Background: an optimization exercise with open tools, aiming at small area, a short achievable clock period and few clock cycles. Do not read the settings as production practice. At most, simulation tests tie the RTL to the original design; equivalence was not proved. Function not checked in runs 4 to 6: the RTL went through the layout flow alone. Power is estimated from default activity; no workload was simulated.

### design/flow/design.v
module mest_pro_ctrlr(
    input  clk,
    input  i_reset_n,
    input  i_start,
    input  i_redirect,
    input  i_halt,
    output o_start,
    output reg o_run,
    output reg o_issue,
    output reg o_all_done
);
reg  halted;
wire start = i_start & ~o_run & ~halted & ~o_all_done;
assign o_start = start;
always @(posedge clk or negedge i_reset_n)
begin
    if (~i_reset_n) begin
        o_run      <= 1'b0;
        o_issue    <= 1'b0;
        halted     <= 1'b0;
        o_all_done <= 1'b0;
    end else begin
        o_run      <= start | (o_run & ~i_halt);
        o_issue    <= start | (o_run & ~i_halt & ~i_redirect);
        halted     <= i_halt;
        o_all_done <= halted;
    end
end
endmodule
module mest_pro_fetch(
    input  clk,
    input  i_reset_n,
    input  i_run,
    input  i_start,
    input  i_halt,
    input  i_jmp,
    input  i_ret,
    input  [7:0] i_const_K,
    output [15:0] o_prog_counter
);
reg [15:0] pc;
reg [15:0] ret_pc;
wire [3:0]  g  = {&pc[11:8], &pc[7:4], &pc[3:0], 1'b1};
wire [3:0]  gc = {g[3] & g[2] & g[1], g[2] & g[1], g[1], 1'b1};
reg  [15:0] cy;
integer i;
always @(*)
begin
    for (i = 0; i < 4; i = i + 1) begin
        cy[4*i]   = gc[i];
        cy[4*i+1] = gc[i] & pc[4*i];
        cy[4*i+2] = gc[i] & pc[4*i] & pc[4*i+1];
        cy[4*i+3] = gc[i] & pc[4*i] & pc[4*i+1] & pc[4*i+2];
    end
end
wire [15:0] pc_inc = pc ^ cy;
always @(posedge clk or negedge i_reset_n)
begin
    if (~i_reset_n) begin
        pc     <= 16'd0;
        ret_pc <= 16'd0;
    end else begin
        if (i_jmp)
            ret_pc <= pc;
        if (~i_run)
            pc <= {15'd0, i_start};
        else if (i_jmp)
            pc <= {8'd0, i_const_K};
        else if (i_ret)
            pc <= ret_pc;
        else if (i_halt)
            pc <= 16'd0;
        else
            pc <= pc_inc;
    end
end
assign o_prog_counter = pc;
endmodule
module mest_pro_decode(
    input  clk,
    input  i_reset_n,
    input  i_issue,
    input  [27:0] i_instr,
    output reg o_valid,
    output reg o_s0,
    output reg o_cin,
    output reg [7:0] o_a,
    output reg [7:1] o_bm,
    output reg [8:0] o_y
);
wire [3:0] op = i_instr[27:24];
wire [7:0] a  = i_instr[15:8];
wire [7:0] b  = i_instr[7:0];
wire       mul = (op == 4'd2);
wire       shl = (op == 4'd6);
reg [7:0] x;
reg [8:0] y;
always @(*)
begin
    x = 8'd0;
    y = 9'd0;
    case (op)
    4'd0: begin x = a; y = {1'b0, b}; end
    4'd1: begin x = a; y = ~{1'b0, b}; end
    4'd2: x = a;
    4'd3: x = a & b;
    4'd4: x = a | b;
    4'd5: x = {1'b0, a[7:1]};
    4'd6: x = a;
    4'd7: begin x = ~a; y = {1'b1, 8'd0}; end
    default: ;
    endcase
end
always @(posedge clk or negedge i_reset_n)
begin
    if (~i_reset_n)
        o_valid <= 1'b0;
    else
        o_valid <= i_issue;
end
always @(posedge clk)
begin
    o_s0  <= mul ? b[0] : ~shl;
    o_bm  <= mul ? b[7:1] : {6'd0, shl};
    o_cin <= (op == 4'd1);
    o_a   <= x;
    o_y   <= y;
end
endmodule
module mest_pro_exec(
    input  clk,
    input  i_reset_n,
    input  i_valid,
    input  i_s0,
    input  i_cin,
    input  [7:0] i_a,
    input  [7:1] i_bm,
    input  [8:0] i_y,
    output reg o_valid_result,
    output reg [7:0] o_result,
    output reg o_carry,
    output reg o_zero_flag
);
wire p_1 = i_y[0] ^ i_cin ^ (i_a[0] & i_s0);
wire p_2 = (i_y[0] & i_cin) | ((i_a[0] & i_s0) & (i_y[0] ^ i_cin));
wire p_3 = (i_a[1] & i_s0) ^ ((i_a[0] & i_bm[1]) | i_y[1]) ^ p_2;
wire p_4 = ((i_a[1] & i_s0) & ((i_a[0] & i_bm[1]) | i_y[1])) | (p_2 & ((i_a[1] & i_s0) ^ ((i_a[0] & i_bm[1]) | i_y[1])));
wire p_5 = (i_a[2] & i_s0) ^ (i_a[0] & i_bm[2]) ^ ((i_a[1] & i_bm[1]) | i_y[2]);
wire p_6 = ((i_a[2] & i_s0) & (i_a[0] & i_bm[2])) | (((i_a[1] & i_bm[1]) | i_y[2]) & ((i_a[2] & i_s0) ^ (i_a[0] & i_bm[2])));
wire p_7 = p_5 ^ p_4;
wire p_8 = p_5 & p_4;
wire p_9 = (i_a[3] & i_s0) ^ (i_a[1] & i_bm[2]) ^ (i_a[0] & i_bm[3]);
wire p_10 = ((i_a[3] & i_s0) & (i_a[1] & i_bm[2])) | ((i_a[0] & i_bm[3]) & ((i_a[3] & i_s0) ^ (i_a[1] & i_bm[2])));
wire p_11 = ((i_a[2] & i_bm[1]) | i_y[3]) ^ p_6 ^ p_9;
wire p_12 = (((i_a[2] & i_bm[1]) | i_y[3]) & p_6) | (p_9 & (((i_a[2] & i_bm[1]) | i_y[3]) ^ p_6));
wire p_13 = p_11 ^ p_8;
wire p_14 = p_11 & p_8;
wire p_15 = (i_a[4] & i_s0) ^ (i_a[2] & i_bm[2]) ^ (i_a[1] & i_bm[3]);
wire p_16 = ((i_a[4] & i_s0) & (i_a[2] & i_bm[2])) | ((i_a[1] & i_bm[3]) & ((i_a[4] & i_s0) ^ (i_a[2] & i_bm[2])));
wire p_17 = (i_a[5] & i_s0) ^ (i_a[3] & i_bm[2]);
wire p_18 = (i_a[5] & i_s0) & (i_a[3] & i_bm[2]);
wire p_19 = (i_a[6] & i_s0) ^ (i_a[4] & i_bm[2]) ^ (i_a[3] & i_bm[3]);
wire p_20 = ((i_a[6] & i_s0) & (i_a[4] & i_bm[2])) | ((i_a[3] & i_bm[3]) & ((i_a[6] & i_s0) ^ (i_a[4] & i_bm[2])));
wire p_21 = (i_a[7] & i_s0) ^ (i_a[5] & i_bm[2]) ^ (i_a[4] & i_bm[3]);
wire p_22 = ((i_a[7] & i_s0) & (i_a[5] & i_bm[2])) | ((i_a[4] & i_bm[3]) & ((i_a[7] & i_s0) ^ (i_a[5] & i_bm[2])));
wire p_23 = (i_a[3] & i_bm[4]) ^ (i_a[2] & i_bm[5]);
wire p_24 = (i_a[3] & i_bm[4]) & (i_a[2] & i_bm[5]);
wire p_25 = (i_a[0] & i_bm[4]) ^ ((i_a[3] & i_bm[1]) | i_y[4]) ^ p_10;
wire p_26 = ((i_a[0] & i_bm[4]) & ((i_a[3] & i_bm[1]) | i_y[4])) | (p_10 & ((i_a[0] & i_bm[4]) ^ ((i_a[3] & i_bm[1]) | i_y[4])));
wire p_27 = (i_a[2] & i_bm[3]) ^ (i_a[1] & i_bm[4]) ^ (i_a[0] & i_bm[5]);
wire p_28 = ((i_a[2] & i_bm[3]) & (i_a[1] & i_bm[4])) | ((i_a[0] & i_bm[5]) & ((i_a[2] & i_bm[3]) ^ (i_a[1] & i_bm[4])));
wire p_29 = ((i_a[4] & i_bm[1]) | i_y[5]) ^ p_17;
wire p_30 = ((i_a[4] & i_bm[1]) | i_y[5]) & p_17;
wire p_31 = (i_a[2] & i_bm[4]) ^ (i_a[1] & i_bm[5]) ^ (i_a[0] & i_bm[6]);
wire p_32 = ((i_a[2] & i_bm[4]) & (i_a[1] & i_bm[5])) | ((i_a[0] & i_bm[6]) & ((i_a[2] & i_bm[4]) ^ (i_a[1] & i_bm[5])));
wire p_33 = ((i_a[5] & i_bm[1]) | i_y[6]) ^ p_18 ^ p_19;
wire p_34 = (((i_a[5] & i_bm[1]) | i_y[6]) & p_18) | (p_19 & (((i_a[5] & i_bm[1]) | i_y[6]) ^ p_18));
wire p_35 = (i_a[1] & i_bm[6]) ^ (i_a[0] & i_bm[7]) ^ ((i_a[6] & i_bm[1]) | i_y[7]);
wire p_36 = ((i_a[1] & i_bm[6]) & (i_a[0] & i_bm[7])) | (((i_a[6] & i_bm[1]) | i_y[7]) & ((i_a[1] & i_bm[6]) ^ (i_a[0] & i_bm[7])));
wire p_37 = p_23 ^ p_20 ^ p_21;
wire p_38 = (p_23 & p_20) | (p_21 & (p_23 ^ p_20));
wire p_39 = p_15 ^ p_25;
wire p_40 = p_15 & p_25;
wire p_41 = p_16 ^ p_27 ^ p_29;
wire p_42 = (p_16 & p_27) | (p_29 & (p_16 ^ p_27));
wire p_43 = p_28 ^ p_31 ^ p_30;
wire p_44 = (p_28 & p_31) | (p_30 & (p_28 ^ p_31));
wire p_45 = p_32 ^ p_35 ^ p_34;
wire p_46 = (p_32 & p_35) | (p_34 & (p_32 ^ p_35));
wire p_47 = (i_a[6] & i_bm[2]) ^ (i_a[5] & i_bm[3]);
wire p_48 = (i_a[4] & i_bm[4]) ^ (i_a[3] & i_bm[5]);
wire p_49 = (i_a[2] & i_bm[6]) ^ (i_a[1] & i_bm[7]);
wire p_50 = ((i_a[7] & i_bm[1]) | i_y[8]) ^ p_24;
wire p_51 = p_47 ^ p_48;
wire p_52 = p_49 ^ p_22;
wire p_53 = p_50 ^ p_51;
wire p_54 = p_36 ^ p_52;
wire p_55 = p_53 ^ p_54;
reg [18:0] q;
reg v1;
always @(posedge clk)
begin
    q[0] <= p_1;
    q[1] <= p_3;
    q[2] <= p_7;
    q[3] <= p_13;
    q[4] <= p_12;
    q[5] <= p_14;
    q[6] <= p_39;
    q[7] <= p_26;
    q[8] <= p_41;
    q[9] <= p_40;
    q[10] <= p_33;
    q[11] <= p_43;
    q[12] <= p_42;
    q[13] <= p_37;
    q[14] <= p_45;
    q[15] <= p_44;
    q[16] <= p_38;
    q[17] <= p_55;
    q[18] <= p_46;
end
wire s_1 = q[4] ^ q[5];
wire s_2 = q[4] & q[5];
wire s_3 = q[7] ^ q[8] ^ q[9];
wire s_4 = (q[7] & q[8]) | (q[9] & (q[7] ^ q[8]));
wire s_5 = q[10] ^ q[11] ^ q[12];
wire s_6 = (q[10] & q[11]) | (q[12] & (q[10] ^ q[11]));
wire s_7 = q[13] ^ q[14] ^ q[15];
wire s_8 = (q[13] & q[14]) | (q[15] & (q[13] ^ q[14]));
wire s_9 = q[16] ^ q[17] ^ q[18];
wire s_10 = (q[16] & q[17]) | (q[18] & (q[16] ^ q[17]));
wire [4:0] fx, fy;
assign fx[0] = q[6];
assign fx[1] = s_3;
assign fx[2] = s_5;
assign fx[3] = s_7;
assign fx[4] = s_9;
assign fy[0] = s_1;
assign fy[1] = s_2;
assign fy[2] = s_4;
assign fy[3] = s_6;
assign fy[4] = s_8;
wire [4:0] ag = fx & fy;
wire [4:0] ap = fx ^ fy;
wire ag0_1 = ag[1] | (ap[1] & ag[0]);
wire ap0_1 = ap[1] & ap[0];
wire ag0_3 = ag[3] | (ap[3] & ag[2]);
wire ap0_3 = ap[3] & ap[2];
wire ag1_2 = ag[2] | (ap[2] & ag0_1);
wire ap1_2 = ap[2] & ap0_1;
wire ag1_3 = ag0_3 | (ap0_3 & ag0_1);
wire ap1_3 = ap0_3 & ap0_1;
wire ag2_4 = ag[4] | (ap[4] & ag1_3);
wire ap2_4 = ap[4] & ap1_3;
wire [4:0] rh = {ap[4] ^ ag1_3, ap[3] ^ ag1_2, ap[2] ^ ag0_1, ap[1] ^ ag[0], ap[0]};
wire       zh = ((fx ^ fy) == {fx[3:0] | fy[3:0], 1'b0});
wire [8:0] r = {rh, {q[3], q[2], q[1], q[0]}};
wire       zero = zh & ~(|{q[3], q[2], q[1], q[0]});
always @(posedge clk or negedge i_reset_n)
begin
    if (~i_reset_n) begin
        v1             <= 1'b0;
        o_valid_result <= 1'b0;
    end else begin
        v1             <= i_valid;
        o_valid_result <= v1;
    end
end
always @(posedge clk)
begin
    o_result    <= r[7:0];
    o_carry     <= r[8];
    o_zero_flag <= zero;
end
endmodule
module mest_pro#(
    parameter OP_CODE_SIZE     = 4,
    parameter INSTRUCTION_SIZE = OP_CODE_SIZE + 8 + 8 + 8,
    parameter ROM_DEPTH = 65536
)(
    input clk,
    input i_reset_n,
    input i_start,
    output [$clog2(ROM_DEPTH)-1  :0] o_prog_counter,
    input [INSTRUCTION_SIZE-1    :0] i_instruction,
    output [8-1 :0] o_result,
    output o_valid_result,
    output o_carry,
    output o_zero_flag,
    output o_all_done
);
wire       issue;       
wire       run;         
wire       start;
wire [3:0] op   = i_instruction[27:24];
wire       is_jmp  = issue & (op == 4'd8);
wire       is_ret  = issue & (op == 4'd9);
wire       is_halt = issue & (op == 4'd15);
wire       x_s0, x_cin;
wire [7:0] x_a;
wire [7:1] x_bm;
wire [8:0] x_y;
wire       x_valid;
mest_pro_ctrlr u_ctrlr(
    .clk        (clk),
    .i_reset_n  (i_reset_n),
    .i_start    (i_start),
    .i_redirect (is_jmp | is_ret),
    .i_halt     (is_halt),
    .o_start    (start),
    .o_run      (run),
    .o_issue    (issue),
    .o_all_done (o_all_done)
);
mest_pro_fetch u_fetch(
    .clk            (clk),
    .i_reset_n      (i_reset_n),
    .i_run          (run),
    .i_start        (start),
    .i_halt         (is_halt),
    .i_jmp          (is_jmp),
    .i_ret          (is_ret),
    .i_const_K      (i_instruction[23:16]),
    .o_prog_counter (o_prog_counter)
);
mest_pro_decode u_decode(
    .clk        (clk),
    .i_reset_n  (i_reset_n),
    .i_issue    (issue),
    .i_instr    (i_instruction),
    .o_valid    (x_valid),
    .o_s0       (x_s0),
    .o_cin      (x_cin),
    .o_a        (x_a),
    .o_bm       (x_bm),
    .o_y        (x_y)
);
mest_pro_exec u_exec(
    .clk            (clk),
    .i_reset_n      (i_reset_n),
    .i_valid        (x_valid),
    .i_s0           (x_s0),
    .i_cin          (x_cin),
    .i_a            (x_a),
    .i_bm           (x_bm),
    .i_y            (x_y),
    .o_valid_result (o_valid_result),
    .o_result       (o_result),
    .o_carry        (o_carry),
    .o_zero_flag    (o_zero_flag)
);
endmodule
### design/flow/flow/run.sh
#!/bin/bash
# Layout: the standard synthesis, then the standard ORFS steps with plain
# buffers (not delay cells) on the ports and free resizing.
set -euo pipefail
bash standard.sh synth > synth.log 2>&1
bash standard.sh BUFFER_PORTS_ARGS="-buffer_cell sky130_fd_sc_hd__buf_1" MATCH_CELL_FOOTPRINT=0 CTS_ARGS="-sink_clustering_enable -repair_clock_nets -buf_list sky130_fd_sc_hd__clkbuf_8 -dont_use_dummy_load" finish > layout.log 2>&1
### design/flow/constraint.sdc
create_clock -name core_clock -period 5.0 [get_ports {clk}]
set_input_delay 1.0000 -clock core_clock [delete_from_list [all_inputs] [get_ports {clk}]]
set_output_delay 1.0000 -clock core_clock [all_outputs]
set_load 0.01 [all_outputs]
### design/flow/config.mk
export PLATFORM = sky130hd
export DESIGN_NAME = mest_pro
export DESIGN_NICKNAME = mest_pro
export VERILOG_FILES = /design/flow/design.v
export SDC_FILE = /design/flow/constraint.sdc
export NUM_CORES = 4
export LEC_CHECK = 0
export ABC_AREA = 1
export CAP_MARGIN = 20
export CORE_MARGIN = 2
export CORE_UTILIZATION = 50
export CTS_BUF_LIST = sky130_fd_sc_hd__clkbuf_8
export SETUP_SLACK_MARGIN = 2.95
export SLEW_MARGIN = 20
### design/flow/standard.sh
#!/bin/bash
# synth_recipe.tcl (not shown) runs the flow's synth.tcl, then flattens the netlist and writes it again
# the make line also repeats each setting of config.mk as NAME=value (left out here)
make -C /OpenROAD-flow-scripts/flow DESIGN_CONFIG=/design/flow/config.mk WORK_HOME=/design/flow/orfs CLKGATE_MAP_FILE= SYNTH_SCRIPT=/design/flow/synth_recipe.tcl "${@:-finish}"
==> notes.md, run 1 <==
- The flow ran to the end and the layout has no timing, DRC or antenna violations.
- The number of max-cap violations is 0.
- The clock-pin slew on the worst setup and hold paths is about 0.10 ns.
- Together, buffers and inverters on the worst path number 1.
- The count of mapped cells out of synthesis is around 550.
- In the final routed layout, each cell accounts on average for 12.5 um.
- The overall die height is just over 100 um.
- The count of nets left with antenna violations once routing finished came out at 0.
- The sum of negative setup slack is 0 ns.
- STA puts the critical path data required time at 4.00 ns.
- The endpoint identified for the worst register-to-register timing path is u_exec.q[14]$_DFF_P_.
- The worst setup path is captured at an output pin.
- The synthesized area divided by synthesized cell count is approximately 8.5 um^2.
- In this run the static leakage power is 2.77 nW.
- The max-slew violation count was 0.
- Counting I/O delays and the setup requirement, the final critical path takes ~2 ns.
- The final layout contains 694 nets.
- Setup repair after global routing left no endpoint under its margin.
- The worst-case IR drop observed on VDD is a little over 0.2 mV.
- The floorplan step set the die width to around 100 um.
- The post-detailed-placement half-perimeter wirelength is approximately 6.8 mm.
- The power per unit of standard cell area is roughly 310 nW/um^2.
- The ratio of final minimum period to clock period is 39.6%.
- The post-cts hold buffer count is 0.
- The worst register-to-register path has a depth of 5.
- The actual slew at the worst max-slew pin is roughly 0.87 ns.
- The pre-antenna-repair detailed-routing pass consisted of 5 iterations.
- The worst min-delay path startpoint is u_exec.v1$_DFF_PN0_.
- Among cell families on the critical path, the largest total delay comes from flip-flops.
- The number of antenna violations at the first check in global routing is 0.
- Entering global routing, the biggest net connects 40 pins.
- The slowest library cell on the worst path is dfrtp_1.
- Routability-driven placement finished with a final weighted congestion of roughly 0.85.
- The number of nets handed over by synthesis was approximately 630.
- Counting instances, the worst hold path has a depth of 0.
- The maximum count of clock buffers along a single path is 2.
- In the post-synthesis netlist, the biggest area contributors are dfxtp_1, dfrtp_1, nand2_1, fa_1, ha_1.
- The peak-usage layer in the global routing report is met2.
- The number of primary I/O pins is 59.
- Traced cell by cell, the critical path runs through buf_1.
- Global routing used around 2.6% of the available met3 tracks.
- The area of the mapped netlist is 4670 um^2.
- The total clock buffers created by CTS is 9.
- The number of vias in the routed layout is around 3600.
- The total grt overflow is 0.
- For the final database, setup skew stands at 0.0259 ns.
- The total number of clock tree sinks is 94.
- The cell at the root of the clock tree is clkbuf_8.
- The worst setup path is launched from a flop.
- The share of synthesized area occupied by flip-flops and latches is about 45%.
- The cell area after layout is roughly 5200 um^2.
- In the routed design, unresolved DRC markers number 0.
- The count of warnings emitted by yosys is 4.
- The global-route wire length before repair is between 15 and 20 mm.
- The CTS tree is built.
- The floorplan step defined a die boundary enclosing just over 10000 um^2.
- Setup violations remaining at the end of the flow were counted as 0.
- The via count of the first global-routing pass was around 3400.
- The type of the tightest min-delay check is flop to flop.
- At the later pin of the worst-skew pair, clock insertion delay measures roughly 0.35 ns.
- The total wire length after detailed routing is 9.02 mm.
- For this block, the initial DRC count from the detailed router was 138.
- The path type of the worst setup path is flop to output pin.
- Of all nets on the critical path, the largest fanout is 4.
- 0 antenna diodes ended up in the layout.
- The final number of hold-violating endpoints is 0.
- The worst max-slew margin expressed relative to the limit is a little over two fifths.
- The area share of the largest cell type after synthesis is a little under a quarter.
- The starting utilization of the core area is between 50 and 60%.
- STA puts the critical path data arrival time at between 0.9 and 1 ns.
- The CTS H-tree depth is 3.
- The global routing usage on met2 is between 30% and 40%.
- The met1 demand-to-capacity share in global routing is between 20% and 30%.
- The number of distinct library cells after synthesis is 35.
- The placed standard-cell area is a little under 5000 um^2.
- In this run the register-to-register setup slack is 3.03 ns.
- Compared with the post-synthesis result, the final layout area differs by 11.5%.
- In this run, synthesis produced a sequential element count of between 90 and 100.
- The synthesized design spends more area on one cell type than any other, namely dfxtp_1.
- The share of layout cells above drive strength 1 is about 7.7%.
- Timing would allow up to 505 MHz.
- The placeable core region is between 9000 and 10000 um^2.
- The overall track demand over capacity in global routing is just under 20%.
- The longest individual stage delay on the worst path is around 0.45 ns.
- The startpoint identified for the worst register-to-register timing path is u_decode.o_s0$_DFF_P_.
- In the routed layout, each cell is associated on average with a via count of around 4.9.
- The number of buffers added on ports is 58.
- The destination of the worst hold path is u_exec.o_valid_result$_DFF_PN0_.
- The number of core rows is 35.
[repair_timing]
action                     in CTS  in global routing
pin swaps                       1                  4
gates cloned                    1                  0
setup endpoints to repair      31                 36
buffers inserted                0                  7
gates resized for setup         4                 13
[cell usage after synthesis]
library cell / instances
o211ai_1: 1
nor2_8: 1
clkinv_1: 2
buf_4: 1
or2_2: 1
nand2_1: 195
buf_2: 1
o21ai_1: 2
nand3_1: 15
a21oi_1: 15
xor2_1: 5
nor2_4: 3
dfxtp_1: 55
ha_1: 26
dfrtp_1: 39
nand2_4: 2
nor2_1: 19
nand2_2: 1
inv_1: 82
inv_2: 1
nor3_4: 1
nor3_1: 4
nor4_4: 1
o21ai_0: 21
o21bai_1: 1
nand4_1: 2
buf_6: 3
clkbuf_1: 5
xnor2_1: 5
inv_4: 1
fa_1: 22
nor2_2: 1
o22ai_1: 7
a22oi_1: 3
a21o_1: 4
[stage by stage]
stage / util [%] / hold slack, ns / instances / power (mW) / setup slack, ns
floorplan: - / 0.331 / 548 / 1.14 / 2.99
global placement: 54.2 / 0.334 / 707 / 1.24 / 2.51
detailed placement: 54.2 / 0.337 / 707 / 1.25 / 2.42
CTS: 55.7 / 0.354 / 717 / 1.64 / 2.95
global route: 56.8 / 0.358 / 724 / 1.75 / 2.95
finish: 56.8 / 0.355 / 724 / 1.64 / 3.02
[layout by cell type (no fill, tap or decap), drive strengths merged]
| cell type | synthesis | final |
|---|---|---|
| a21o | 4 | 4 |
| a21oi | 15 | 15 |
| a22oi | 3 | 3 |
| buf | 5 | 63 |
| clkbuf | 5 | 11 |
| clkinv | 2 | 2 |
| dfrtp | 39 | 39 |
| dfxtp | 55 | 55 |
| fa | 22 | 22 |
| ha | 26 | 26 |
| inv | 84 | 84 |
| nand2 | 198 | 198 |
| nand3 | 15 | 15 |
| nand4 | 2 | 2 |
| nor2 | 24 | 25 |
| nor3 | 5 | 5 |
| nor4 | 1 | 1 |
| o211ai | 1 | 1 |
| o21ai | 23 | 23 |
| o21bai | 1 | 1 |
| o22ai | 7 | 7 |
| or2 | 1 | 1 |
| xnor2 | 5 | 5 |
| xor2 | 5 | 5 |
[layout make-up]
| cell class | count | area, um^2 |
|---|---|---|
| clock buffer | 9 | 124 |
| fill | 868 | 3950 |
| inverter | 86 | 325 |
| multi-input combinational | 359 | 2230 |
| sequential | 94 | 2090 |
| tap | 111 | 139 |
| timing repair buffer | 65 | 299 |
[cells by family after synthesis]
family	share of synthesized area [%]
AO/OA/AOI/OAI	6.46
XOR/XNOR	1.88
adder cells (fa/ha/maj)	16.4
buffers and inverters	8.37
flip-flops	44.5
AND/OR/NAND/NOR	22.4
[layer usage]
layer | wire length, um | vias up | part of all wire, %
li1 | - | 1802 | -
met1 | 4550 | 1666 | 50
met2 | 4010 | 78 | 44
met3 | 354 | 8 | 3.9
met4 | 106 | 0 | 1.2
met5 | 0 | - | 0
[how the worst max path moves through the flow]
| stage | slack, ns | to | depth (start not counted) | from |
|---|---|---|---|---|
| floorplan | 2.99 | u_exec.q[14]$_DFF_P_ | 6 | u_decode.o_s0$_DFF_P_ |
| finish | 3.02 | o_prog_counter[11] | 1 | u_fetch.pc[11]$_DFF_PN0_ |
| CTS | 2.95 | u_fetch.ret_pc[3]$_DFFE_PN0P_ | 8 | i_instruction[27] |
| global route | 2.95 | u_exec.q[14]$_DFF_P_ | 5 | u_decode.o_s0$_DFF_P_ |
| detailed placement | 2.42 | u_fetch.ret_pc[3]$_DFFE_PN0P_ | 8 | i_instruction[27] |
| global placement | 2.51 | u_fetch.ret_pc[3]$_DFFE_PN0P_ | 8 | i_instruction[27] |
[power breakdown]
part | leakage, nW | switching [mW] | total (mW) | internal, mW
Combinational | 1.73 | 0.211 | 0.335 | 0.124
Clock | 0.0647 | 0.219 | 0.380 | 0.162
Sequential | 0.971 | 0.0699 | 0.923 | 0.853
[state kept, by name, indices dropped and copies added (netlist names), 7 cells and up]
name,flops
u_decode.o_a,8
u_decode.o_bm,7
u_decode.o_y,9
u_exec.o_result,8
u_exec.q,19
u_fetch.pc,16
u_fetch.ret_pc,16
Testbench counts, summed over its fixed seeds: cycles 7,274.
==> run 2, diff against run 1 <==
--- a/design/flow/config.mk
+++ b/design/flow/config.mk
@@ -10,5 +10,5 @@
 export CORE_MARGIN = 2
 export CORE_UTILIZATION = 50
 export CTS_BUF_LIST = sky130_fd_sc_hd__clkbuf_8
-export SETUP_SLACK_MARGIN = 2.95
+export SETUP_SLACK_MARGIN = 3.0
 export SLEW_MARGIN = 20
==> notes.md, run 2 <==
- The number of gates on the worst path with buffers counted is 2 (+1).
- The max-slew violation count is 0 (unchanged).
- Ranked by total cell area, the synthesized netlist is headed by dfxtp_1, dfrtp_1, nand2_1, fa_1, ha_1.
- The library cell used most frequently in the layout, excluding fill and tap cells, is nand2_1.
- The largest registers in the layout are u_exec.q (19), u_fetch.pc (16), u_fetch.ret_pc (16).
- The average routed wire per standard cell came to 12.6 um (+1.2%).
- The buffers plus inverters on the worst setup path came to 2 (+1).
- The longest individual stage delay on the worst path is 0.43 ns (-0.02 ns).
- The synthesized area divided by synthesized cell count is 8.51 um^2 (unchanged).
- The total wire length after detailed routing is 9.16 mm (+1.5%).
- The required time of the worst setup path is 4.00 ns (about the same).
- The category of the worst setup path capture point is an output pin.
- The total grt overflow came to 0 (unchanged).
- Setup repair after global routing could not meet its margin everywhere.
- The top cell family by delay on the critical path is flip-flops.
- The cell type contributing the most total cell area after synthesis is dfxtp_1.
- The worst clock skew is 0.0309 ns (+0.00496 ns).
- The slowest library cell on the worst path is dfrtp_1.
- The worst max-slew margin expressed relative to the limit is 42.8% (+0.76 points).
- The number of antenna violations at the first check in global routing is 0 (unchanged).
- The post-synthesis net count is 627 (unchanged).
- In this run the worst hold path is classified as flop to flop.
- The post-cts hold buffer count came to 0 (unchanged).
- The maximum count of clock buffers along a single path came to 2 (unchanged).
- u_exec.q holds more flip-flops than any other register.
- The flow ran to the end and the layout has no timing, DRC or antenna violations.
- The post-layout minimum cycle time came to 2.02 ns (+0.0401 ns).
- The met1 demand-to-capacity share in global routing was 27.5% (about the same).
- The number of register bits inferred by synthesis was 94 (unchanged).
- The final number of hold-violating endpoints is 0 (unchanged).
- The clock latency reported for the late side of the worst-skew pair came to 0.36 ns (about the same).
- The total number of nets in the final design is 696 (+0.29%).
- The area of the die was 10100 um^2 (unchanged).
- In the synthesized netlist the dominant register cell turns out to be dfxtp_1.
- The via count of the first global-routing pass was 3412 (+1.5%).
- The placer's final routability congestion estimate is 0.844 (-0.21%).
- The number of max-cap violations is 0 (unchanged).
- The number of fill cells in the layout is 862 (-0.69%).
- The startpoint type of the worst setup path is a flop.
- The worst hold slack came to 0.354 ns (-0.00114 ns).
- Ranked by instance count, the synthesized netlist is headed by nand2_1, inv_1, dfxtp_1, dfrtp_1, ha_1.
- The number of enable-type register cells in the synthesized netlist is 0 (unchanged).
- The switching share of total power is 30.6% (+0.17 points).
- The total leakage power is 2.78 nW (+0.52%).
- The highest net fanout along the worst path is 3 (-1).
- The violation count after the first detailed-route iteration is 132 (-4.3%).
- The data arrival time of the worst path came to 1.02 ns (+0.04 ns).
- The count of warnings emitted by yosys is 4 (unchanged).
- The sum of negative setup slack was 0 ns (unchanged).
- The top cell types in the final layout, fill and taps aside, are nand2_1, inv_1, buf_1.
- The ratio of final minimum period to clock period was 40.4% (+0.80 points).
- The placed standard-cell area came to 4960 um^2 (unchanged).
- The starting utilization of the core area came to 51.0% (unchanged).
- The largest net degree at the start of global routing is 40 (unchanged).
- The overall track demand over capacity in global routing came to 19.5% (+0.072 points).
- Walking the worst path, the cells encountered are buf_6 -> buf_6.
- The most critical setup path has its endpoint at o_prog_counter[1].
- The internal portion of total power came to 1.15 mW (+1.2%).
- The antenna diode count is 0 (unchanged).
- The CTS tree is built.
- The number of core rows is 35 (unchanged).
- The sum of internal, switching and leakage power came to 1.66 mW (+1.4%).
- The number of distinct library cells after synthesis is 35 (unchanged).
- The number of buffers added on ports is 58 (unchanged).
- The total iterations of the first detailed-routing run is 4 (-1).
- The endpoint of the lowest-slack register-to-register path is u_exec.q[14]$_DFF_P_.
- The global routing stage identified its most utilized layer as met2.
- The part of the power in registers is 55.6% (-0.7 points).
- The flip-flop count of the largest register, all copies and words added is 19 (unchanged).
- Compared with the post-synthesis result, the final layout area differs by 12.6%.
- The startpoint identified for the worst register-to-register timing path is u_decode.o_s0$_DFF_P_.
- The overall die height is 101 um (unchanged).
- The path type of the worst setup path is flop to output pin.
- The share of layout cells above drive strength 1 came to 9.59% (+1.9 points).
- The power per unit of standard cell area is 316 nW/um^2 (+0.41%).
- The CTS H-tree depth is 3 (unchanged).
- The area share of the largest cell type after synthesis is 23.6% (unchanged).
- The highest attainable clock frequency was 495 MHz (-2.0%).
- The global routing usage on met2 is 30.8% (+0.10 points).
- The fraction of synthesis flops using an asynchronous set or reset pin is 41.5% (unchanged).
- By instance count, the leading cell after synthesis is nand2_1.
- The combinational share of power is 21.3% (+0.9 points).
- The number of vias in the routed layout is 3506 (-1.4%).
- The total number of clock tree sinks is 94 (unchanged).
- The number of primary I/O pins is 59 (unchanged).
- The maximum ir drop on the vdd rail is 0.235 mV (+15%).
- The slack of the worst reg-to-reg path is 3.08 ns (+0.05 ns).
- The horizontal extent of the die is 101 um (unchanged).
- The cell area after layout is 5250 um^2 (+0.99%).
- The area of the mapped netlist came to 4670 um^2 (unchanged).
- The count of mapped cells out of synthesis came to 548 (unchanged).
- The average via count per standard cell is 4.83 (-1.6%).
- The global-route wire length before repair was 15.5 mm (+0.76%).
- In this run the worst setup path begins at u_fetch.pc[1]$_DFF_PN0_.
- The number of cell instances on the worst register-to-register path is 5 (unchanged).
- The count of antenna-violating nets left after detailed routing is 0 (unchanged).
- The count of endpoints failing setup in the final report came to 0 (unchanged).
- The placeable core region is 9150 um^2 (unchanged).
- The share of synthesized area occupied by flip-flops and latches is 44.5% (unchanged).
- The total clock buffers created by CTS is 9 (unchanged).
- The actual slew at the worst max-slew pin was 0.859 ns (-0.0114 ns).
- The post-route DRC violation count is 0 (unchanged).
- The post-detailed-placement half-perimeter wirelength is 6.87 mm (+1.0%).
- The cell occurring most often along the worst timing path is buf_6.
- The post-route core utilization came to 57.4% (+0.56 points).
- The clock network power share is 23.1% (about the same).
- The clock-pin slew on the worst setup and hold paths came to 0.10 ns (about the same).
- The reported net switching power is 0.509 mW (+2.0%).
- The fraction of met3 tracks used by global routing is 2.57% (-0.069 points).
- The cell at the root of the clock tree is clkbuf_8.
[run 2: cell counts after synthesis]
Identical to the previous run, type by type.
[run 2: through the flow]
stage	instances	worst slack [ns]
2_1_floorplan	548	3.06
3_3_place_gp	707	2.51
3_5_place_dp	707	2.45
4_1_cts	719	3.00
5_1_grt	726	2.94
6_report	726	2.98
[run 2: area by class of cell]
class                           instances  area, um^2  area share, %
Sequential cell                        94        2100           39.9
Tap cell                              111         139           2.64
Inverter                               86         325           6.19
Clock buffer                            9         124           2.36
Timing Repair Buffer                   67         314           5.98
Multi-Input combinational cell        359        2250           42.9
[run 2: worst reg2reg max path, stage by stage (launching register included)]
cell and delay, ns:
dfxtp_4 0.40, nand2_1 0.09, fa_1 0.47, fa_1 0.37, inv_1 0.08, fa_1 0.40
[run 2: per-layer routing]
layer	vias up	share of wire (%)
li1	1805	-
met1	1620	50
met2	67	45
met3	14	3.6
met4	0	1.6
met5	-	0
[run 2: worst min path at each step]
stage | startpoint | to | slack, ns | cells past startpoint
2_1_floorplan | u_exec.v1$_DFF_PN0_ | u_exec.o_valid_result$_DFF_PN0_ | 0.33 | 0
3_3_place_gp | u_exec.v1$_DFF_PN0_ | u_exec.o_valid_result$_DFF_PN0_ | 0.33 | 0
3_5_place_dp | u_exec.v1$_DFF_PN0_ | u_exec.o_valid_result$_DFF_PN0_ | 0.34 | 0
4_1_cts | u_exec.q[3]$_DFF_P_ | u_exec.o_result[3]$_DFF_P_ | 0.36 | 0
5_1_grt | u_exec.q[3]$_DFF_P_ | u_exec.o_result[3]$_DFF_P_ | 0.36 | 0
6_report | u_exec.q[3]$_DFF_P_ | u_exec.o_result[3]$_DFF_P_ | 0.35 | 0
[run 2: cell families (layout without fill, tap and decap cells)]
kind of cell / Yosys count / in the layout / share of synthesized area (%)
adder cells (fa/ha/maj): 48 / 48 / 16.4
AND/OR/NAND/NOR: 246 / 247 / 22.4
AO/OA/AOI/OAI: 54 / 54 / 6.46
flip-flops: 94 / 94 / 44.5
buffers and inverters: 96 / 162 / 8.37
XOR/XNOR: 10 / 10 / 1.88
[run 2: power groups by stage]
stage | Sequential, mW | Clock [mW] | Combinational [mW]
CTS | 0.924 | 0.400 | 0.321
floorplan | 0.930 | 0 | 0.215
global placement | 0.939 | 0 | 0.305
global route | 0.936 | 0.426 | 0.409
finish | 0.924 | 0.384 | 0.354
detailed placement | 0.939 | 0 | 0.314
[run 2: timing repair]
action	4_1_cts	5_1_grt
resized for setup	10	26
buffers inserted	2	7
pin swaps	1	3
cloned	1	0
setup endpoints to repair	36	34
==> run 3, diff against run 2 <==
--- a/design/flow/config.mk
+++ b/design/flow/config.mk
@@ -6,9 +6,9 @@
 export NUM_CORES = 4
 export LEC_CHECK = 0
 export ABC_AREA = 1
-export CAP_MARGIN = 20
+export CAP_MARGIN = 0
 export CORE_MARGIN = 2
 export CORE_UTILIZATION = 50
 export CTS_BUF_LIST = sky130_fd_sc_hd__clkbuf_8
-export SETUP_SLACK_MARGIN = 3.0
-export SLEW_MARGIN = 20
+export SETUP_SLACK_MARGIN = 2.95
+export SLEW_MARGIN = 0
==> notes.md, run 3 <==
- The flow ran to the end and the layout has no timing, DRC or antenna violations.
- The total grt overflow was 0 (unchanged).
- The overall die height is 101 um (unchanged).
- The flip-flop count of the largest register, all copies and words added is 19 (unchanged).
- The launching element of the worst setup path is u_fetch.pc[11]$_DFF_PN0_.
- The CTS H-tree depth is 3 (unchanged).
- The highest attainable clock frequency is 505 MHz (+2.0%).
- The largest net degree at the start of global routing was 40 (unchanged).
- The sum of negative setup slack is 0 ns (unchanged).
- The leading cell type by number of instances after synthesis is nand2_1.
- The total iterations of the first detailed-routing run is 5 (+1).
- The largest registers in the layout are u_exec.q (19), u_fetch.pc (16), u_fetch.ret_pc (16).
- The pre-CTS setup slack came to 2.42 ns (-0.0305 ns).
- The share of synthesized area occupied by flip-flops and latches is 44.5% (unchanged).
- The actual slew at the worst max-slew pin came to 0.974 ns (+0.115 ns).
- Leaving out fill and tap cells, the most frequent cells in the layout are nand2_1, inv_1, buf_1.
- The area share of the largest cell type after synthesis is 23.6% (unchanged).
- The ratio of final minimum period to clock period is 39.6% (-0.80 points).
- The total clock buffers created by CTS is 9 (unchanged).
- The number of distinct library cells after synthesis was 35 (unchanged).
- The global-route wire length before repair came to 15.4 mm (-0.75%).
- In this run the worst hold path is classified as flop to flop.
- The via count of the first global-routing pass was 3361 (-1.5%).
- The worst hold path begins at u_exec.v1$_DFF_PN0_.
- The overall track demand over capacity in global routing is 19.4% (-0.072 points).
- The register ranked first by flip-flop count is u_exec.q.
- The post-route core utilization is 56.8% (-0.56 points).
- The sum of internal, switching and leakage power was 1.64 mW (-1.4%).
- The post-route DRC violation count is 0 (unchanged).
- The total wire length after detailed routing is 9.02 mm (-1.5%).
- The leading cell type in the layout, fill and taps excluded is nand2_1.
- The starting utilization of the core area is 51.0% (unchanged).
- The clock latency reported for the late side of the worst-skew pair was 0.35 ns (about the same).
- The max-slew violation count is 0 (unchanged).
- Among all flip-flop cells after synthesis, the most frequent one is dfxtp_1.
- The worst max-slew margin expressed relative to the limit was 35.1% (-7.7 points).
- The category of the worst setup path capture point is an output pin.
- The area growth from synthesis to layout is 11.5%.
- The placeable core region is 9150 um^2 (unchanged).
- Traced cell by cell, the critical path runs through buf_1.
- The post-layout minimum cycle time is 1.98 ns (-0.0401 ns).
- The critical register-to-register path startpoint is u_decode.o_s0$_DFF_P_.
- The count of warnings emitted by yosys came to 4 (unchanged).
- The buffers plus inverters on the worst setup path is 1 (-1).
- The maximum count of clock buffers along a single path is 2 (unchanged).
- The fraction of synthesis flops using an asynchronous set or reset pin is 41.5% (unchanged).
- The worst hold slack is 0.355 ns (+0.00117 ns).
- The startpoint type of the worst setup path is a flop.
- The cell at the root of the clock tree is clkbuf_8.
- The violation count after the first detailed-route iteration is 138 (+4.5%).
- The placed standard-cell area is 4960 um^2 (unchanged).
- The total number of clock tree sinks is 94 (unchanged).
- The slowest stage of the critical path is the dfrtp_1 cell.
- The post-detailed-placement half-perimeter wirelength is 6.80 mm (-1.0%).
- The longest individual stage delay on the worst path is 0.45 ns (+0.02 ns).
- Setup repair after global routing left no endpoint under its margin.
- The worst clock skew was 0.0259 ns (-0.00494 ns).
- The number of max-cap violations is 0 (unchanged).
- The antenna diode count is 0 (unchanged).
- The average routed wire per standard cell is 12.5 um (-1.2%).
- The placed cell count is 707 (unchanged).
- The count of mapped cells out of synthesis is 548 (unchanged).
- The synthesized area divided by synthesized cell count is 8.51 um^2 (unchanged).
- The number of primary I/O pins is 59 (unchanged).
- The final number of hold-violating endpoints is 0 (unchanged).
- The total number of nets in the final design came to 694 (-0.29%).
- The cell area after layout is 5200 um^2 (-0.98%).
- The count of antenna-violating nets left after detailed routing is 0 (unchanged).
- The minimum setup slack in the final design was 3.02 ns (+0.0401 ns).
- The top cell family by delay on the critical path is flip-flops.
- In the synthesized netlist, the cells that appear most often are nand2_1, inv_1, dfxtp_1, dfrtp_1, ha_1.
- The area of the die is 10100 um^2 (unchanged).
- The number of vias in the routed layout is 3566 (+1.7%).
- The horizontal extent of the die was 101 um (unchanged).
- The share of layout cells above drive strength 1 is 7.67% (-1.9 points).
- The post-route non-filler standard cell count was 724 (-0.28%).
- The required time of the worst setup path is 4.00 ns (about the same).
- The area of the mapped netlist is 4670 um^2 (unchanged).
- The data arrival time of the worst path is 0.98 ns (-0.04 ns).
- The highest net fanout along the worst path is 4 (+1).
- Ranked by total cell area, the synthesized netlist is headed by dfxtp_1, dfrtp_1, nand2_1, fa_1, ha_1.
- The number of antenna violations at the first check in global routing is 0 (unchanged).
- The count of endpoints failing setup in the final report is 0 (unchanged).
- The path type of the worst setup path is flop to output pin.
- The clock-pin slew on the worst setup and hold paths is 0.10 ns (about the same).
- The number of core rows came to 35 (unchanged).
- The post-synthesis net count is 627 (unchanged).
- The power per unit of standard cell area is 315 nW/um^2 (-0.40%).
- The number of enable-type register cells in the synthesized netlist is 0 (unchanged).
- The average via count per standard cell is 4.93 (+2.0%).
- The number of buffers added on ports is 58 (unchanged).
- The total leakage power is 2.77 nW (-0.51%).
- The maximum ir drop on the vdd rail is 0.204 mV (-13%).
- The cell type contributing the most total cell area after synthesis is dfxtp_1.
- TritonCTS built the clock tree.
- The number of register bits inferred by synthesis is 94 (unchanged).
- The placer's final routability congestion estimate was 0.846 (+0.21%).
-- run 3: logic make-up after synthesis --
logic type	count (synthesis)	synth area share, %
xor+xnor	10	1.88
fa+ha+maj	48	16.4
buf+inv	96	8.37
flops	94	44.5
simple gates	246	22.4
compound gates	54	6.46
-- run 3: timing repair --
item | in CTS | in global routing
gates resized for setup | 4 | 13
setup endpoints to repair | 31 | 36
pin swaps | 1 | 4
buffers inserted | 0 | 7
hold buffers | 0 | 0
endpoints found under the hold margin | 0 | 0
gates cloned | 1 | 0
-- run 3: routing by layer --
layer | global-route usage [%] | up-vias | share of wire [%]
li1 | - | 1802 | -
met1 | 27.5 | 1674 | 50
met2 | 30.7 | 82 | 44
met3 | 2.64 | 8 | 4.0
met4 | 6.85 | 0 | 1.2
met5 | 0 | - | 0
-- run 3: final cells by class --
| cell class | instances | area (um^2) |
|---|---|---|
| fillers | 868 | 3950 |
| multi-input cells | 359 | 2230 |
| flip-flops and latches | 94 | 2090 |
| inverters | 86 | 325 |
| repair buffers | 65 | 299 |
| well taps | 111 | 139 |
| clock buffers | 9 | 124 |
-- run 3: path summary, 6_finish.rpt --
check                      cells after the start                         endpoint  slack [ns]
min in group asynchronous                      1          u_fetch.pc[6]$_DFF_PN0_        0.79
max                                            1               o_prog_counter[11]        3.02
max reg2reg                                    5             u_exec.q[14]$_DFF_P_        3.03
max in group asynchronous                      1   u_fetch.ret_pc[15]$_DFFE_PN0P_        3.58
min reg2reg                                    0  u_exec.o_valid_result$_DFF_PN0_        0.35
min                                            0  u_exec.o_valid_result$_DFF_PN0_        0.35
-- run 3: power breakdown --
part / internal (mW) / switching (mW)
sequential: 0.853 / 0.0700
combinational: 0.124 / 0.211
clock: 0.162 / 0.219
==> run 4, diff against run 3 <==
--- a/design/flow/design.v
+++ b/design/flow/design.v
@@ -196,7 +196,8 @@
 wire p_53 = p_50 ^ p_51;
 wire p_54 = p_36 ^ p_52;
 wire p_55 = p_53 ^ p_54;
-reg [18:0] q;
+wire p_56 = p_38 ^ p_55;
+reg [17:0] q;
 reg v1;
 always @(posedge clk)
 begin
@@ -216,9 +217,8 @@
     q[13] <= p_37;
     q[14] <= p_45;
     q[15] <= p_44;
-    q[16] <= p_38;
-    q[17] <= p_55;
-    q[18] <= p_46;
+    q[16] <= p_56;
+    q[17] <= p_46;
 end
 wire s_1 = q[4] ^ q[5];
 wire s_2 = q[4] & q[5];
@@ -228,8 +228,8 @@
 wire s_6 = (q[10] & q[11]) | (q[12] & (q[10] ^ q[11]));
 wire s_7 = q[13] ^ q[14] ^ q[15];
 wire s_8 = (q[13] & q[14]) | (q[15] & (q[13] ^ q[14]));
-wire s_9 = q[16] ^ q[17] ^ q[18];
-wire s_10 = (q[16] & q[17]) | (q[18] & (q[16] ^ q[17]));
+wire s_9 = q[16] ^ q[17];
+wire s_10 = q[16] & q[17];
 wire [4:0] fx, fy;
 assign fx[0] = q[6];
 assign fx[1] = s_3;
--- a/design/flow/config.mk
+++ b/design/flow/config.mk
@@ -6,9 +6,9 @@
 export NUM_CORES = 4
 export LEC_CHECK = 0
 export ABC_AREA = 1
-export CAP_MARGIN = 0
+export CAP_MARGIN = 20
 export CORE_MARGIN = 2
 export CORE_UTILIZATION = 50
 export CTS_BUF_LIST = sky130_fd_sc_hd__clkbuf_8
 export SETUP_SLACK_MARGIN = 2.95
-export SLEW_MARGIN = 0
+export SLEW_MARGIN = 20
==> notes.md, run 4 <==
- The power per unit of standard cell area is 323 nW/um^2 (+2.7%).
- The startpoint identified for the worst register-to-register timing path is u_decode.o_s0$_DFF_P_.
- The share of synthesized area occupied by flip-flops and latches is 44.8% (+0.27 points).
- The average routed wire per standard cell was 13.0 um (+4.6%).
- TritonCTS built the clock tree.
- The global-route wire length before repair is 15.4 mm (+0.18%).
- The total grt overflow is 0 (unchanged).
- The endpoint of the lowest-slack register-to-register path is u_exec.q[3]$_DFF_P_.
- The placer's final routability congestion estimate is 0.882 (+4.3%).
- The clock network power share is 23.2% (about the same).
- The leading cell type by number of instances after synthesis is nand2_1.
- The total iterations of the first detailed-routing run came to 4 (-1).
- Counting flops per register, the top entry is u_exec.q.
- The data arrival time of the worst path is 2.21 ns (+1.23 ns).
- The part of the power in registers is 57.0% (+0.7 points).
- The number of vias in the routed layout was 3455 (-3.1%).
- The startpoint type of the worst setup path is a flop.
- The worst max-slew margin expressed relative to the limit is 42.4% (+7.3 points).
- The number of buffers added on ports is 58 (unchanged).
- The number of core rows came to 34 (-2.9%).
- The number of fill cells in the layout is 822 (-5.3%).
- The total clock buffers created by CTS was 9 (unchanged).
- The area of the mapped netlist is 4590 um^2 (-1.6%).
- The overall die height is 99.8 um (-0.75%).
- The worst clock skew is 0.0255 ns (-0.000402 ns).
- The placeable core region is 8810 um^2 (-3.8%).
- The horizontal extent of the die is 99.8 um (-0.75%).
- Setup repair after global routing could not meet its margin everywhere.
- The actual slew at the worst max-slew pin is 0.865 ns (-0.109 ns).
- The count of warnings emitted by yosys was 4 (unchanged).
- The clock-pin slew on the worst setup and hold paths is 0.07 ns (-0.03 ns).
- The violation count after the first detailed-route iteration is 145 (+5.1%).
- The count of mapped cells out of synthesis is 534 (-2.6%).
- The share of layout cells above drive strength 1 is 7.07% (-0.60 points).
- The internal portion of total power was 1.13 mW (-0.40%).
- The clock latency reported for the late side of the worst-skew pair came to 0.35 ns (about the same).
- After synthesis, the cell types taking the most area are dfxtp_1, dfrtp_1, nand2_1, fa_1, inv_1.
- The total leakage power is 2.65 nW (-4.1%).
- The count of antenna-violating nets left after detailed routing came to 0 (unchanged).
- The required time of the worst setup path was 5.21 ns (+1.21 ns).
- STA classifies the critical path endpoint as a flop.
- The total wire length after detailed routing is 9.15 mm (+1.5%).
- The number of antenna violations at the first check in global routing is 0 (unchanged).
- The largest net degree at the start of global routing is 40 (unchanged).
- The via count of the first global-routing pass was 3397 (+1.1%).
- The critical path starts at u_decode.o_s0$_DFF_P_.
- The sequential cell area was 2070 um^2 (-0.96%).
- In the layout the commonest cells are nand2_1, inv_1, buf_1.
- The number of cell instances on the worst register-to-register path is 6 (+1).
- The switching share of total power was 30.9% (+0.40 points).
- The highest attainable clock frequency is 499 MHz (-1.2%).
- The number of register bits inferred by synthesis is 93 (-1.1%).
- The path type of the worst setup path is flop to flop.
- The flow ran to the end and the layout has no timing, DRC or antenna violations.
- The antenna diode count came to 0 (unchanged).
- The highest net fanout along the worst path is 5 (+1).
- The post-layout minimum cycle time is 2.00 ns (+0.0250 ns).
- The average via count per standard cell is 4.92 (about the same).
- The starting utilization of the core area is 52.2% (+1.2 points).
- The worst min-delay path startpoint is u_exec.q[0]$_DFF_P_.
- The number of enable-type register cells in the synthesized netlist is 0 (unchanged).
- The capturing element of the worst setup path is u_exec.q[3]$_DFF_P_.
- The CTS H-tree depth came to 3 (unchanged).
- The area of the die is 9970 um^2 (-1.5%).
- The layout-stage area growth over the synthesis result is 10.5%.
- The maximum count of clock buffers along a single path is 2 (unchanged).
- The largest total area in the synthesized netlist belongs to dfxtp_1.
- Sorting the synthesized cells by how often they occur yields nand2_1, inv_1, dfxtp_1, dfrtp_1, nor2_1.
- The final number of hold-violating endpoints is 0 (unchanged).
- The number of primary I/O pins is 59 (unchanged).
- The post-synthesis net count is 613 (-2.2%).
- The synthesized area divided by synthesized cell count was 8.60 um^2 (+1.0%).
- The slack of the worst reg-to-reg path is 3.00 ns (-0.03 ns).
- The largest registers in the layout are u_exec.q (18), u_fetch.pc (16), u_fetch.ret_pc (16).
- The tree is rooted in a clkbuf_8.
- The number of max-cap violations is 0 (unchanged).
- The sum of negative setup slack is 0 ns (unchanged).
- The post-route DRC violation count is 0 (unchanged).
- The count of endpoints failing setup in the final report is 0 (unchanged).
- The overall track demand over capacity in global routing is 19.5% (+0.073 points).
- The type of the tightest min-delay check is flop to flop.
- Among all flip-flop cells after synthesis, the most frequent one is dfxtp_1.
- The maximum ir drop on the vdd rail is 0.138 mV (-32%).
- The area share of the largest cell type after synthesis is 23.5% (-0.063 points).
- The combinational share of power came to 19.8% (-0.6 points).
- The reported net switching power is 0.507 mW (+1.5%).
- The number of distinct library cells after synthesis is 38 (+8.6%).
- The worst hold slack was 0.355 ns (-0.000160 ns).
- The total number of nets in the final design came to 675 (-2.7%).
- The post-detailed-placement half-perimeter wirelength is 6.67 mm (-1.8%).
- The fraction of synthesis flops using an asynchronous set or reset pin was 41.9% (+0.45 points).
- The total number of clock tree sinks is 93 (-1.1%).
- The combined area of the multi-input logic cells was 2150 um^2 (-3.6%).
- The max-slew violation count is 0 (unchanged).
- The leading cell type in the layout, fill and taps excluded is nand2_1.
- The ratio of final minimum period to clock period is 40.1% (+0.50 points).
- The flip-flop count of the largest register, all copies and words added is 18 (-1).
-- run 4: cell count changes in the layout (fill, tap and decap cells not counted), sizes merged, moves of 3 or more --
cell,previous run,this run
inv,84,96
a21oi,15,11
o22ai,7,12
nor2,25,32
xor2,5,2
buf,62,58
o21ai,23,30
nand2,198,157
-- run 4: worst min path at each step --
stage	end	slack [ns]	cells past startpoint
2_1_floorplan	u_exec.o_result[3]$_DFF_P_	0.33	0
3_3_place_gp	u_exec.v1$_DFF_PN0_	0.33	0
3_5_place_dp	u_exec.o_valid_result$_DFF_PN0_	0.34	0
4_1_cts	u_exec.o_result[2]$_DFF_P_	0.35	0
5_1_grt	u_ctrlr.o_all_done$_DFF_PN0_	0.36	0
6_report	u_exec.o_result[0]$_DFF_P_	0.35	0
-- run 4: metrics by stage --
| step | power, mW | instance area [um^2] | instances | setup slack, ns | util [%] |
|---|---|---|---|---|---|
| final | 1.64 | 5070 | 702 | 3.00 | 57.6 |
| after global routing | 1.76 | 5070 | 702 | 2.83 | 57.6 |
| after CTS | 1.65 | 5010 | 699 | 2.95 | 56.9 |
| after detailed placement | 1.27 | 4880 | 690 | 2.62 | 55.4 |
| after global placement | 1.26 | 4880 | 690 | 2.69 | 55.4 |
| after floorplan | 1.15 | 4590 | 534 | 2.97 | - |
-- run 4: area by class of cell --
type                       count  share of cell area, %
tap                          108                   2.66
timing repair buffer          60                   4.66
multi-input combinational    335                   42.3
sequential                    93                   40.7
inverter                      97                   7.18
clock buffer                   9                   2.44
-- run 4: worst max-delay path: stages, from the launching register on --
cell and delay [ns]:
dfxtp_4 0.36, buf_4 0.15, nand2_1 0.05, inv_1 0.05, fa_1 0.55, fa_1 0.41
ha_1 0.30
-- run 4: cell families (layout without fill, tap and decap cells) --
logic type / after synthesis / in the layout / synth area share [%]
and+or+nand+nor: 209 / 210 / 18.7
buffers and inverters: 107 / 166 / 9.34
DFF: 93 / 93 / 44.8
AOI/OAI and AO/OA: 68 / 68 / 8.80
adders and majority gates: 48 / 48 / 16.7
xor gates and xnor gates: 9 / 9 / 1.72
-- run 4: power groups by stage --
stage / clock network [mW] / logic [mW] / registers (mW)
finish: 0.381 / 0.325 / 0.936
global route: 0.426 / 0.379 / 0.951
CTS: 0.394 / 0.320 / 0.936
detailed placement: 0 / 0.319 / 0.952
global placement: 0 / 0.312 / 0.952
floorplan: 0 / 0.214 / 0.938
-- run 4: repair_timing --
action,CTS,global route
setup endpoints to repair,3,18
resized for setup,2,18
pin swaps,0,3
hold buffers,0,0
buffers inserted,0,2
gates cloned,0,1
-- run 4: layer usage --
| metal | track usage, % | up-vias | wire length [um] |
|---|---|---|---|
| li1 | - | 1770 | - |
| met5 | 0 | - | 0 |
| met3 | 3.69 | 2 | 546 |
| met2 | 30.5 | 92 | 4030 |
| met4 | 5.90 | 0 | 36 |
| met1 | 27.7 | 1591 | 4540 |
==> run 5, diff against run 4 <==
--- a/design/flow/config.mk
+++ b/design/flow/config.mk
@@ -8,7 +8,7 @@
 export ABC_AREA = 1
 export CAP_MARGIN = 20
 export CORE_MARGIN = 2
-export CORE_UTILIZATION = 50
+export CORE_UTILIZATION = 60
 export CTS_BUF_LIST = sky130_fd_sc_hd__clkbuf_8
 export SETUP_SLACK_MARGIN = 2.95
 export SLEW_MARGIN = 20
==> notes.md, run 5 <==
- The flow ran to the end and the layout has no timing, DRC or antenna violations.
- The worst setup path is captured at a flop.
- The post-layout minimum cycle time is 1.99 ns (-0.0143 ns).
- The maximum ir drop on the vdd rail came to 0.192 mV (+39%).
- The sum of negative setup slack is 0 ns (unchanged).
- The buffers plus inverters on the worst setup path was 1 (-1).
- The number of register bits inferred by synthesis came to 93 (unchanged).
- The area share of the largest cell type after synthesis came to 23.5% (unchanged).
- The antenna diode count is 0 (unchanged).
- The worst clock skew is 0.0187 ns (-0.00682 ns).
- The ratio of final minimum period to clock period is 39.8% (-0.29 points).
- The count of endpoints failing setup in the final report was 0 (unchanged).
- The area of the mapped netlist is 4590 um^2 (unchanged).
- The post-route DRC violation count is 0 (unchanged).
- The synthesized area divided by synthesized cell count is 8.60 um^2 (unchanged).
- The minimum setup slack in the final design is 3.01 ns (+0.0143 ns).
- The count of mapped cells out of synthesis is 534 (unchanged).
- The slowest stage of the critical path is the nor2_4 cell.
- Clock tree synthesis selected as its root buffer the cell clkbuf_8.
- The number of vias in the routed layout was 3452 (-0.087%).
- The highest net fanout along the worst path is 19 (+14).
- Setup repair after global routing could not meet its margin everywhere.
- The longest individual stage delay on the worst path came to 0.42 ns (-0.13 ns).
- The average via count per standard cell is 5.00 (+1.5%).
- The pre-CTS setup slack came to 2.62 ns (-0.00619 ns).
- The data arrival time of the worst path was 2.19 ns (-0.02 ns).
- In the layout the commonest cells are nand2_1, inv_1, buf_1.
- The number of enable-type register cells in the synthesized netlist is 0 (unchanged).
- The largest net degree at the start of global routing was 40 (unchanged).
- The total number of nets in the final design came to 673 (-0.30%).
- The total iterations of the first detailed-routing run is 5 (+1).
- dfxtp_1 takes more of the synthesized area than any other cell.
- The share of synthesized area occupied by flip-flops and latches came to 44.8% (unchanged).
- The sequential cell area was 2080 um^2 (+0.54%).
- The fraction of synthesis flops using an asynchronous set or reset pin is 41.9% (unchanged).
- The placer's final routability congestion estimate was 0.863 (-2.1%).
- The leading cell type in the layout, fill and taps excluded is nand2_1.
- The number of distinct library cells after synthesis is 38 (unchanged).
- The actual slew at the worst max-slew pin is 0.938 ns (+0.0731 ns).
- STA classifies the critical path startpoint as a primary input.
- The clock-pin slew on the worst setup and hold paths is 0.08 ns (about the same).
- The placeable core region is 7330 um^2 (-17%).
- The clock latency reported for the late side of the worst-skew pair is 0.34 ns (about the same).
- The starting utilization of the core area is 62.7% (+10 points).
- The largest registers in the layout are u_exec.q (18), u_fetch.pc (16), u_fetch.ret_pc (16).
- The total number of clock tree sinks came to 93 (unchanged).
- TritonCTS built the clock tree.
- The flip-flop count of the largest register, all copies and words added is 18 (unchanged).
- The overall die height is 91.5 um (-8.4%).
- The overall track demand over capacity in global routing was 22.2% (+2.7 points).
- The cell family contributing the most delay on the critical path is simple AND/OR/NAND/NOR gates.
- The area of the die came to 8370 um^2 (-16%).
- The startpoint identified for the worst register-to-register timing path is u_exec.q[9]$_DFF_P_.
- From synthesis to final layout, the design area changed by 10.2%.
- nand2_1 is the most common cell in the netlist.
- The violation count after the first detailed-route iteration is 163 (+12%).
- The register ranked first by flip-flop count is u_exec.q.
- The number of buffers added on ports is 58 (unchanged).
- The min-delay analysis places its worst path in the category flop to flop.
- The number of primary I/O pins is 59 (unchanged).
- The final number of hold-violating endpoints is 0 (unchanged).
- The max-slew violation count is 0 (unchanged).
- The total leakage power is 2.64 nW (-0.55%).
- By area the synthesized netlist is led by dfxtp_1, dfrtp_1, nand2_1, fa_1, inv_1.
- The power per unit of standard cell area was 322 nW/um^2 (-0.47%).
- The total clock buffers created by CTS was 9 (unchanged).
- The launching element of the worst setup path is i_instruction[25].
- The number of fill cells in the layout is 655 (-20%).
- The post-detailed-placement half-perimeter wirelength was 6.44 mm (-3.4%).
- The number of antenna violations at the first check in global routing is 0 (unchanged).
- The combined area of the multi-input logic cells is 2150 um^2 (about the same).
- The worst max-slew margin expressed relative to the limit is 37.5% (-4.9 points).
- The number of max-cap violations is 0 (unchanged).
- The post-synthesis net count came to 613 (unchanged).
- The count of warnings emitted by yosys was 4 (unchanged).
- The path type of the worst setup path is primary input to flop.
- The worst hold slack is 0.354 ns (-0.000308 ns).
- The global-route wire length before repair is 14.9 mm (-3.6%).
- The via count of the first global-routing pass is 3343 (-1.6%).
- The horizontal extent of the die is 91.5 um (-8.4%).
- The worst min-delay path startpoint is u_exec.q[1]$_DFF_P_.
- Walking the worst path, the cells encountered are buf_1 -> nor2_1 -> nand3_1 -> nor2_4 -> o21ai_0.
- For this run, the leading register cell type out of synthesis is dfxtp_1.
- The share of layout cells above drive strength 1 was 7.77% (+0.70 points).
- The maximum count of clock buffers along a single path is 2 (unchanged).
- The CTS H-tree depth is 3 (unchanged).
- The total grt overflow came to 0 (unchanged).
- The count of antenna-violating nets left after detailed routing was 0 (unchanged).
- The number of core rows is 31 (-8.8%).
- The post-cts hold buffer count is 0 (unchanged).
- The highest attainable clock frequency is 503 MHz (+0.72%).
- The total wire length after detailed routing came to 8.50 mm (-7.1%).
- The required time of the worst setup path is 5.20 ns (about the same).
- The average routed wire per standard cell is 12.3 um (-5.6%).
- By count the netlist is led by nand2_1, inv_1, dfxtp_1, dfrtp_1, nor2_1.
## run 5: final timing paths
check / to / slack, ns / cells after the start
max in group asynchronous: u_ctrlr.halted$_DFF_PN0_ / 3.62 / 1
worst min-delay path: u_exec.o_result[1]$_DFF_P_ / 0.35 / 0
min in group asynchronous: u_fetch.pc[10]$_DFF_PN0_ / 0.78 / 1
worst max-delay path: u_fetch.ret_pc[11]$_DFFE_PN0P_ / 3.01 / 5
worst min register to register: u_exec.o_result[1]$_DFF_P_ / 0.35 / 0
worst max register to register: u_exec.o_result[6]$_DFF_P_ / 3.03 / 7
## run 5: cell families (layout without fill, tap and decap cells)
logic type | Yosys count | count (layout) | synth area share (%)
and+or+nand+nor | 209 | 209 | 18.7
DFF | 93 | 93 | 44.8
AOI/OAI and AO/OA | 68 | 68 | 8.80
xor gates and xnor gates | 9 | 9 | 1.72
adders and majority gates | 48 | 48 | 16.7
buffers and inverters | 107 | 165 | 9.34
## run 5: area by class of cell
| type | instances | share of cell area (%) |
|---|---|---|
| Timing Repair Buffer | 59 | 4.47 |
| Clock buffer | 9 | 2.45 |
| Inverter | 97 | 7.19 |
| Sequential cell | 93 | 41.1 |
| Tap cell | 99 | 2.45 |
| Multi-Input combinational cell | 334 | 42.4 |
## run 5: repair_timing
action / in CTS / in global routing
gates cloned: 0 / 0
setup endpoints to repair: 2 / 22
gates resized for setup: 2 / 27
pin swaps: 0 / 6
buffers inserted: 0 / 1
## run 5: per-layer routing
metal | vias up | wire (um) | GRT usage, %
met5 | - | 0 | 0
met4 | 0 | 70 | 6.69
met3 | 6 | 377 | 3.57
met2 | 83 | 3820 | 35.6
met1 | 1602 | 4230 | 31.2
li1 | 1761 | - | -
## run 5: through the flow
stage / cell area (um^2) / power [mW] / std cells / utilization, %
4_1_cts: 5000 / 1.64 / 690 / 68.2
6_report: 5060 / 1.63 / 691 / 69.1
5_1_grt: 5060 / 1.74 / 691 / 69.1
3_3_place_gp: 4870 / 1.26 / 681 / 66.4
3_5_place_dp: 4870 / 1.27 / 681 / 66.4
2_1_floorplan: 4590 / 1.15 / 534 / -
## run 5: report_power, final
group | total [mW] | switching [mW] | internal [mW]
clock network | 0.378 | 0.216 | 0.162
logic | 0.321 | 0.206 | 0.116
registers | 0.931 | 0.0754 | 0.856
total | 1.63 | 0.497 | 1.13
==> run 6, diff against run 5 <==
--- a/design/flow/config.mk
+++ b/design/flow/config.mk
@@ -10,5 +10,5 @@
 export CORE_MARGIN = 2
 export CORE_UTILIZATION = 60
 export CTS_BUF_LIST = sky130_fd_sc_hd__clkbuf_8
-export SETUP_SLACK_MARGIN = 2.95
+export SETUP_SLACK_MARGIN = 3.0
 export SLEW_MARGIN = 20
==> notes.md, run 6 <==
- The sum of negative setup slack came to 0 ns (unchanged).
- The number of register bits inferred by synthesis was 93 (unchanged).
- The endpoint of the lowest-slack register-to-register path is u_exec.q[14]$_DFF_P_.
- The post-cts hold buffer count is 0 (unchanged).
- The overall track demand over capacity in global routing was 23.2% (+0.95 points).
- By count the netlist is led by nand2_1, inv_1, dfxtp_1, dfrtp_1, nor2_1.
- The total grt overflow is 0 (unchanged).
- The placer's final routability congestion estimate is 0.893 (+3.5%).
- The highest metal layer with signal wires is met4.
- The number of cell instances on the worst register-to-register path was 8 (+1).
- The flow ran to the end and the layout has no timing, DRC or antenna violations.
- The total iterations of the first detailed-routing run came to 4 (-1).
- The number of core rows came to 31 (unchanged).
- The area of the mapped netlist is 4590 um^2 (unchanged).
- The required time of the worst setup path is 5.22 ns (+0.02 ns).
- The average routed wire per standard cell is 13.3 um (+8.3%).
- The count of antenna-violating nets left after detailed routing is 0 (unchanged).
- The data arrival time of the worst path is 2.27 ns (+0.08 ns).
- The count of mapped cells out of synthesis is 534 (unchanged).
- The average via count per standard cell is 5.05 (+1.1%).
- The slack of the worst reg-to-reg path is 2.96 ns (-0.07 ns).
- The via count of the first global-routing pass is 3429 (+2.6%).
- The startpoint type of the worst setup path is a flop.
- The share of synthesized area occupied by flip-flops and latches is 44.8% (unchanged).
- The number of distinct library cells after synthesis was 38 (unchanged).
- The number of enable-type register cells in the synthesized netlist was 0 (unchanged).
- For hold timing, the worst endpoint is u_exec.o_result[0]$_DFF_P_.
- The path type of the worst setup path is flop to flop.
- The actual slew at the worst max-slew pin came to 0.932 ns (-0.00620 ns).
- In the layout the commonest cells are nand2_1, inv_1, buf_1.
- The startpoint identified for the worst hold timing path is u_exec.q[0]$_DFF_P_.
- The highest net fanout along the worst path is 3 (-16).
- Leaving out fill and tap cells, the most frequent cell in the layout is nand2_1.
- The number of max-cap violations came to 0 (unchanged).
## run 6: worst max path at each step
stage | from | endpoint | slack [ns] | cells past startpoint
finish | u_decode.o_bm[3]$_SDFF_PN0_ | u_exec.q[14]$_DFF_P_ | 2.96 | 8
global route | i_instruction[24] | u_decode.o_y[0]$_DFF_P_ | 2.90 | 7
CTS | i_instruction[27] | u_fetch.pc[11]$_DFF_PN0_ | 3.00 | 8
detailed placement | i_instruction[27] | u_fetch.pc[7]$_DFF_PN0_ | 2.61 | 8
global placement | i_instruction[27] | u_fetch.pc[3]$_DFF_PN0_ | 2.71 | 8
floorplan | u_decode.o_s0$_DFF_P_ | u_exec.q[14]$_DFF_P_ | 3.01 | 8
## run 6: logic make-up (layout without fill, tap and decap cells)
kind of cell,Yosys count,count (layout),share of synthesized area [%]
adders and majority gates,48,48,16.7
buffers and inverters,107,173,9.34
AOI/OAI and AO/OA,68,68,8.80
xor gates and xnor gates,9,9,1.72
and+or+nand+nor,209,210,18.7
DFF,93,93,44.8
## run 6: power by group through the flow
stage	logic (mW)	clock network, mW	registers, mW
floorplan	0.214	0	0.938
global placement	0.307	0	0.948
detailed placement	0.320	0	0.949
CTS	0.325	0.384	0.936
global route	0.399	0.415	0.953
finish	0.349	0.380	0.939
## run 6: area by class of cell
| type | count | area (um^2) |
|---|---|---|
| Multi-Input combinational cell | 335 | 2230 |
| Fill cell | 587 | 2090 |
| Sequential cell | 93 | 2080 |
| Inverter | 97 | 364 |
| Timing Repair Buffer | 67 | 315 |
| Clock buffer | 9 | 124 |
| Tap cell | 99 | 124 |
## run 6: stage by stage
stage | cell area (um^2) | worst slack, ns | cells | hold slack, ns
after floorplan | 4600 | 3.01 | 534 | 0.331
after global placement | 4870 | 2.71 | 681 | 0.337
after detailed placement | 4870 | 2.61 | 681 | 0.336
after CTS | 5030 | 3.00 | 691 | 0.353
after global routing | 5240 | 2.90 | 700 | 0.363
final | 5240 | 2.96 | 700 | 0.356
## run 6: timing repair
| item | CTS | global route |
|---|---|---|
| setup endpoints to repair | 6 | 44 |
| pin swaps | 0 | 20 |
| cloned | 0 | 1 |
| resized for setup | 11 | 53 |
| setup buffers | 1 | 8 |
## run 6: routing by layer
| metal | GRT usage, % | up-vias |
|---|---|---|
| met5 | 0 | - |
| met2 | 37.2 | 92 |
| met4 | 7.83 | 0 |
| met1 | 32.2 | 1641 |
| met3 | 3.57 | 16 |
| li1 | - | 1786 |
## run 6: worst max-delay path, delay by kind of cell, from the launching register on
family / cells / cell delay, ns
simple gates: 1 / 0.05
buf+inv: 4 / 0.26
fa+ha+maj: 3 / 1.26
flops: 1 / 0.36

Check on run 6: ideal ports give 2.957 ns setup slack; a clkbuf_16 on the clock port and buf_2 on the inputs give 2.957 ns; moving port delays by the midpoint clock arrival (0.368 ns) as well gives 2.637 ns.
